This design comes from an exercise in tuning for small area on the open sky130 flow, not from production work.
Function was checked by simulation only, so behaviour that the tests miss may differ from the original.
Power figures rest on the tool's default switching activity, not on a simulated workload.

== run 1 ==
==> flow/design.v (excerpt) <==
module sync_arith_unit_12 (
    input  logic [31:0] i_arg_A,
    input  logic [31:0] i_arg_B,
    input  logic [1:0]  i_op,
    input  logic        i_clk,
    input  logic        i_reset,
    output logic [31:0] o_result,
    output logic [3:0]  o_status,
    output logic        o_error_konw,
    output logic        o_error_przes,
    output logic        o_error_ust
);
clock: 15.0 ns
lec_check: 0
cap_margin: 10
core_margin: 2
core_utilization: 50
cts_buf_list: sky130_fd_sc_hd__clkbuf_4
gpl_timing_driven: 0
slew_margin: 10
standard.sh (not shown) runs the stock make flow with config.mk's settings and CLKGATE_MAP_FILE= SYNTH_SCRIPT=/design/flow/synth_recipe.tcl, a recipe that flattens the netlist after the stock synthesis.
==> flow/flow/run.sh <==
#!/bin/bash
# Layout flow: the standard ORFS flow, except that synthesis maps the
# combinational logic with an area-oriented ABC script (flow/area.script),
# and the ports get the smallest buffer.
# Registers, their names and cell types are as in the standard synthesis.
set -euo pipefail
work=$(pwd)
export MY_ABC_SCRIPT=$work/flow/area.script
# the smallest buffer on each port
export BUFFER_PORTS_ARGS="-buffer_cell sky130_fd_sc_hd__buf_1"
# clock tree of small buffers, without dummy loads
export CTS_ARGS="-sink_clustering_enable -repair_clock_nets -dont_use_dummy_load -buf_list sky130_fd_sc_hd__clkbuf_4"
# downsize gates off the critical paths after global routing
export RECOVER_POWER=100
sed "s#$work/synth_recipe.tcl#$work/flow/my_synth.tcl#" standard.sh > own_standard.sh
grep -q "flow/my_synth.tcl" own_standard.sh
# no half/full adder extraction before ABC: it maps the whole logic itself
sed -i "s#CLKGATE_MAP_FILE= #CLKGATE_MAP_FILE= ADDER_MAP_FILE= #" own_standard.sh
grep -q "ADDER_MAP_FILE= " own_standard.sh
# repair_design buffers high-fanout nets: keep it to the smaller buffers,
# on top of the platform's own don't-use list
platform_dont_use=$(make -s -C "$FLOW_HOME" DESIGN_CONFIG="$work/config.mk" WORK_HOME="$work/orfs" print-DONT_USE_CELLS | sed -n 's/^DONT_USE_CELLS: *//p')
test -n "$platform_dont_use"
dont_use="$platform_dont_use sky130_fd_sc_hd__buf_6 sky130_fd_sc_hd__buf_8 sky130_fd_sc_hd__buf_12 sky130_fd_sc_hd__buf_16 sky130_fd_sc_hd__bufbuf_8 sky130_fd_sc_hd__bufbuf_16 sky130_fd_sc_hd__clkbuf_8 sky130_fd_sc_hd__clkbuf_16"
sed -i "s#CLKGATE_MAP_FILE= #CLKGATE_MAP_FILE= 'DONT_USE_CELLS=$dont_use' #" own_standard.sh
bash own_standard.sh finish > orfs_make.log 2>&1
test -f out/final.def
==> flow/flow/area.script <==
strash
&get -n
&st
&dch -f
&nf -R 1000 -p -F 8 -A 4 -a
&put
==> flow/flow/my_synth.tcl <==
proc synth {args} { yosys synth -nofsm -noshare {*}$args }
# map the combinational logic with our own ABC script
proc abc {args} {
  set i [lsearch -exact $args -script]
  if { $i >= 0 } { lset args [expr { $i + 1 }] $::env(MY_ABC_SCRIPT) }
  yosys abc {*}$args
}
source $::env(SCRIPTS_DIR)/synth.tcl
# left out here: clear keep_hierarchy, flatten, clean up, hide names made inside functions, write 1_2_yosys.v
--- input diff run 1..run 2 ---
==> flow/flow/area.script <==
strash
&get -n
&st
&dch -f
&nf -R 1000 -F 16 -A 8 -a -C 32
&put
-- flow/config.mk --
<<< run 1, line 9
export CORE_MARGIN = 2
export CORE_UTILIZATION = 50
export CTS_BUF_LIST = sky130_fd_sc_hd__clkbuf_4
>>> run 2, line 9
export CORE_MARGIN = 2
export CORE_UTILIZATION = 60
export CTS_BUF_LIST = sky130_fd_sc_hd__clkbuf_4
Results
From run 1 to run 2 the numbers moved as follows: xor and xnor area share after synthesis has increased; initial core utilization has increased.
Run 2 vs. run 1: cell area went down by about 2%.
Reported for run 1 and run 2, depth of the CTS H-tree turned out identical to the last digit.
## Diff of input files: run 3 against run 2
-- flow/flow/area.script --
<<< run 2, line 3
&st
&dch -f
>>> run 3, line 3
&st
&dc2
&dch -f
-- flow/config.mk --
<<< run 2, line 9
export CORE_MARGIN = 2
export CORE_UTILIZATION = 60
export CTS_BUF_LIST = sky130_fd_sc_hd__clkbuf_4
>>> run 3, line 9
export CORE_MARGIN = 2
export CORE_UTILIZATION = 50
export CTS_BUF_LIST = sky130_fd_sc_hd__clkbuf_4
--- outcome ---
- Compared with run 2, in run 3 fraction of final layout cells sized beyond drive strength 1 moved up; area growth from synthesis to final layout moved up; share of the cycle needed by the critical path after routing moved up.
Setup changes, run 3 to run 4
==> flow/flow/area.script <==
strash
&get -n
&st
&dch -f
&nf -R 1000 -p -F 8 -A 4 -a
&put
-- flow/config.mk --
<<< run 3, line 9
export CORE_MARGIN = 2
export CORE_UTILIZATION = 50
export CTS_BUF_LIST = sky130_fd_sc_hd__clkbuf_4
>>> run 4, line 9
export CORE_MARGIN = 2
export CORE_UTILIZATION = 60
export CTS_BUF_LIST = sky130_fd_sc_hd__clkbuf_4
Taking run 3 as the reference, in run 4 area added between synthesis and finish dropped 2.1 points, die area went down by about 14%, sum of routed wire length over all layers now larger, count of clock-buffer cells in the layout level.
Summary of run 4 over run 3: area of the multi-input gates climbed about 2.3%; fraction of area in clock buffers and inverters has remained practically unchanged; mean instance size in the synthesized netlist now smaller; routability-driven placement congestion ratio rose by about 1.8%.


## v34
Another version of the RTL of sync_arith_unit_12 (not shown whole).
For scale: roughly 35 flip-flops, roughly 110 I/O pins, ~4000 µm² of cells after synthesis.
export LEC_CHECK = 0
export CAP_MARGIN = 10
export CORE_MARGIN = 2
export CORE_UTILIZATION = 45
export CTS_BUF_LIST = sky130_fd_sc_hd__clkbuf_4
export GPL_TIMING_DRIVEN = 0
export SLEW_MARGIN = 10
create_clock -name core_clock -period 15.0 [get_ports {i_clk}]
==> flow/flow/run.sh <==
#!/bin/bash
# Layout flow: the standard ORFS flow, except that synthesis maps the
# combinational logic with an area-oriented ABC script (flow/area.script),
# and the ports get the smallest buffer.
# Registers, their names and cell types are as in the standard synthesis.
set -euo pipefail
work=$(pwd)
export MY_ABC_SCRIPT=$work/flow/area.script
# the smallest buffer on each port
export BUFFER_PORTS_ARGS="-buffer_cell sky130_fd_sc_hd__buf_1"
# clock tree of small buffers, without dummy loads
export CTS_ARGS="-sink_clustering_enable -repair_clock_nets -dont_use_dummy_load -buf_list sky130_fd_sc_hd__clkbuf_4"
# downsize gates off the critical paths after global routing
export RECOVER_POWER=100
sed "s#$work/synth_recipe.tcl#$work/flow/my_synth.tcl#" standard.sh > own_standard.sh
grep -q "flow/my_synth.tcl" own_standard.sh
# no half/full adder extraction before ABC: it maps the whole logic itself
sed -i "s#CLKGATE_MAP_FILE= #CLKGATE_MAP_FILE= ADDER_MAP_FILE= #" own_standard.sh
grep -q "ADDER_MAP_FILE= " own_standard.sh
# repair_design buffers high-fanout nets: keep it to the smaller buffers,
# on top of the platform's own don't-use list
platform_dont_use=$(make -s -C "$FLOW_HOME" DESIGN_CONFIG="$work/config.mk" WORK_HOME="$work/orfs" print-DONT_USE_CELLS | sed -n 's/^DONT_USE_CELLS: *//p')
test -n "$platform_dont_use"
dont_use="$platform_dont_use sky130_fd_sc_hd__buf_6 sky130_fd_sc_hd__buf_8 sky130_fd_sc_hd__buf_12 sky130_fd_sc_hd__buf_16"
sed -i "s#CLKGATE_MAP_FILE= #CLKGATE_MAP_FILE= 'DONT_USE_CELLS=$dont_use' #" own_standard.sh
bash own_standard.sh finish > orfs_make.log 2>&1
test -f out/final.def
==> flow/flow/area.script <==
strash
&get -n
&st
&dch -f
&nf -R 1000 -p -F 8 -A 4 -a
&put
Scripts as last shown in full above: flow/flow/my_synth.tcl
diff inputs: v34 => v4
Settings: an added CTS_CLUSTER_SIZE of 40; an added CTS_CLUSTER_DIAMETER of 200; a change of SLEW_MARGIN from 10 to 20; a change of CTS_BUF_LIST from sky130_fd_sc_hd__clkbuf_4 to sky130_fd_sc_hd__clkbuf_4 sky130_fd_sc_hd__clkbuf_8; a change of CAP_MARGIN from 10 to 20; a change of CORE_UTILIZATION from 45 to 50.
-- flow/flow/run.sh --
<<< v34, line 11
# clock tree of small buffers, without dummy loads
export CTS_ARGS="-sink_clustering_enable -repair_clock_nets -dont_use_dummy_load -buf_list sky130_fd_sc_hd__clkbuf_4"
# downsize gates off the critical paths after global routing
export RECOVER_POWER=100
>>> v4, line 11
<<< v34, line 20
# repair_design buffers high-fanout nets: keep it to the smaller buffers,
# on top of the platform's own don't-use list
platform_dont_use=$(make -s -C "$FLOW_HOME" DESIGN_CONFIG="$work/config.mk" WORK_HOME="$work/orfs" print-DONT_USE_CELLS | sed -n 's/^DONT_USE_CELLS: *//p')
test -n "$platform_dont_use"
dont_use="$platform_dont_use sky130_fd_sc_hd__buf_6 sky130_fd_sc_hd__buf_8 sky130_fd_sc_hd__buf_12 sky130_fd_sc_hd__buf_16"
sed -i "s#CLKGATE_MAP_FILE= #CLKGATE_MAP_FILE= 'DONT_USE_CELLS=$dont_use' #" own_standard.sh
>>> v4, line 16
-- flow/flow/area.script --
<<< v34, line 4
>>> v4, line 4
&deepsyn -T 120
Findings:
- Wire length of the first global-routing pass on v4 is up relative to v34.
- Lower worst setup timing slack at the placement stage was reported by v4, not v34.
- As far as number of buffers inserted by port buffering goes, v4 and v34 are indistinguishable; the numbers are identical.
- Compared with v34, in v4 achievable clock frequency dropped 10 MHz, number of clock buffer instances in the layout climbed 2, clock transition at the registers of the reported paths dropped 0.03 ns, core utilization climbed 8.3 points.
- NOTE total number of tap cells v34->v4 decreased by a few percent
- Relative to v34, the setup slack of v4 is lower by 0.80 ns.
--- input diff v4..v22 ---
Settings: clearing CTS_CLUSTER_SIZE, which used to be 40; swapping sky130_fd_sc_hd__clkbuf_4 sky130_fd_sc_hd__clkbuf_8 for sky130_fd_sc_hd__clkbuf_4 in CTS_BUF_LIST; swapping 20 for 10 in CAP_MARGIN; swapping 50 for 45 in CORE_UTILIZATION; swapping 20 for 10 in SLEW_MARGIN; clearing CTS_CLUSTER_DIAMETER, which used to be 200.
-- flow/flow/area.script --
<<< v4, line 4
&deepsyn -T 120
>>> v22, line 4
Findings:
Per the final summary, v22 finished and its layout is clean on timing, DRC and antenna.
Per the comparison of v22 with v4, cell count after synthesis down 6.2%, power share of the clock group shrank by 5.7 points, placer congestion estimate went down by 0.046.
Diff v4 -> v22: final cycle utilization of the critical path fell 5.8 points, clock-pin slew on the worst setup and hold paths rose 0.03 ns.
Of v22 and v4, it is v22 that has the higher number of buffers outside the clock class in the layout.
Of v22 and v4, the run reporting the higher net total in the final layout was v4.
v22 vs. v4: total global-route track usage went down by 7.5 points, setup slack higher, cell-internal power has decreased, power in sequential cells shows no meaningful change.
Inputs modified between v22 and v24:
Settings: swapping 10 for 0 in CAP_MARGIN; swapping 10 for 0 in SLEW_MARGIN.
-- flow/flow/run.sh --
<<< v22, line 11
>>> v24, line 11
# clock tree of small buffers, without dummy loads
export CTS_ARGS="-sink_clustering_enable -repair_clock_nets -dont_use_dummy_load -buf_list sky130_fd_sc_hd__clkbuf_4"
# downsize gates off the critical paths after global routing
export RECOVER_POWER=100
<<< v22, line 16
>>> v24, line 20
# repair_design buffers high-fanout nets: keep it to the smaller buffers,
# on top of the platform's own don't-use list
platform_dont_use=$(make -s -C "$FLOW_HOME" DESIGN_CONFIG="$work/config.mk" WORK_HOME="$work/orfs" print-DONT_USE_CELLS | sed -n 's/^DONT_USE_CELLS: *//p')
test -n "$platform_dont_use"
dont_use="$platform_dont_use sky130_fd_sc_hd__buf_6 sky130_fd_sc_hd__buf_8 sky130_fd_sc_hd__buf_12 sky130_fd_sc_hd__buf_16"
sed -i "s#CLKGATE_MAP_FILE= #CLKGATE_MAP_FILE= 'DONT_USE_CELLS=$dont_use' #" own_standard.sh
[summary]
Of v22 and v24, only v22 finishes the flow clean. Completing all stages was not enough for v24: its layout failed the final checks because of capacitance limit, slew limit. v24 vs v22: overall power after layout down slightly. Summary: with v22 as the reference, clock distribution power in v24 moved down by a few percent. Going from v22 to v24, wire length per cell after detailed routing grew slightly. Cell area | v24 vs v22 | v24 smaller. Relative to v22, the total global routing track utilization of v24 is higher by 0.37 points. Looking at reported net switching power across v22 and v24, the one that comes out higher is v22. Comparing v24 with v22, the simple-gate portion of the synthesized area came out essentially unchanged. Compared to v22, the router laid down more metal wire for v24.

-- afterwards: timing with drivers on the ports --
The flow's constraints put no driver on any port. The routed layouts listed below were extracted and timed again, unchanged, in two steps. Step 1 assumes that a clkbuf_16 drives the clock port and a buf_2 every other input. Step 2 also shifts input and output timing later by t, the mid clock arrival at the registers, as if the neighbouring blocks saw the same clock. a / b / c = ideal / step 1 / step 2; a / b = the first two.
| run | shift t [ns] | setup WS [ns] | worst hold slack (ns) | worst setup path at the end | clock arrival spread, ns |
|---|---|---|---|---|---|
| run 1 | 0.347 | 6.578 / 6.557 / 6.557 | 2.966 / 2.962 / 3.309 | input to output | 0.012 / 0.012 |
| run 2 | 0.344 | 6.919 / 6.920 / 6.576 | 2.967 / 2.965 / 3.309 | input to register | 0.006 / 0.006 |
| run 3 | 0.337 | 5.981 / 5.960 / 5.960 | 2.948 / 2.949 / 3.286 | input to output | 0.011 / 0.011 |
| run 4 | 0.359 | 6.461 / 6.440 / 6.440 | 2.976 / 2.978 / 3.337 | input to output | 0.008 / 0.009 |
| v34 | 0.340 | 6.527 / 6.508 / 6.508 | 2.968 / 2.963 / 3.303 | input to output | 0.023 / 0.023 |
| v4 | 0.307 | 5.727 / 5.706 / 5.706 | 2.651 / 2.644 / 2.951 | input to output | 0.003 / 0.003 |
| v22 | 0.348 | 6.589 / 6.570 / 6.570 | 2.736 / 2.730 / 3.077 | input to output | 0.013 / 0.013 |
| v24 | 0.334 | 5.737 / 5.740 / 5.406 | 2.535 / 2.532 / 2.866 | input to register | 0.015 / 0.015 |
The setup slack of run 2, which loses most, moves by +0.001 ns with the drivers and by -0.343 ns with both steps.
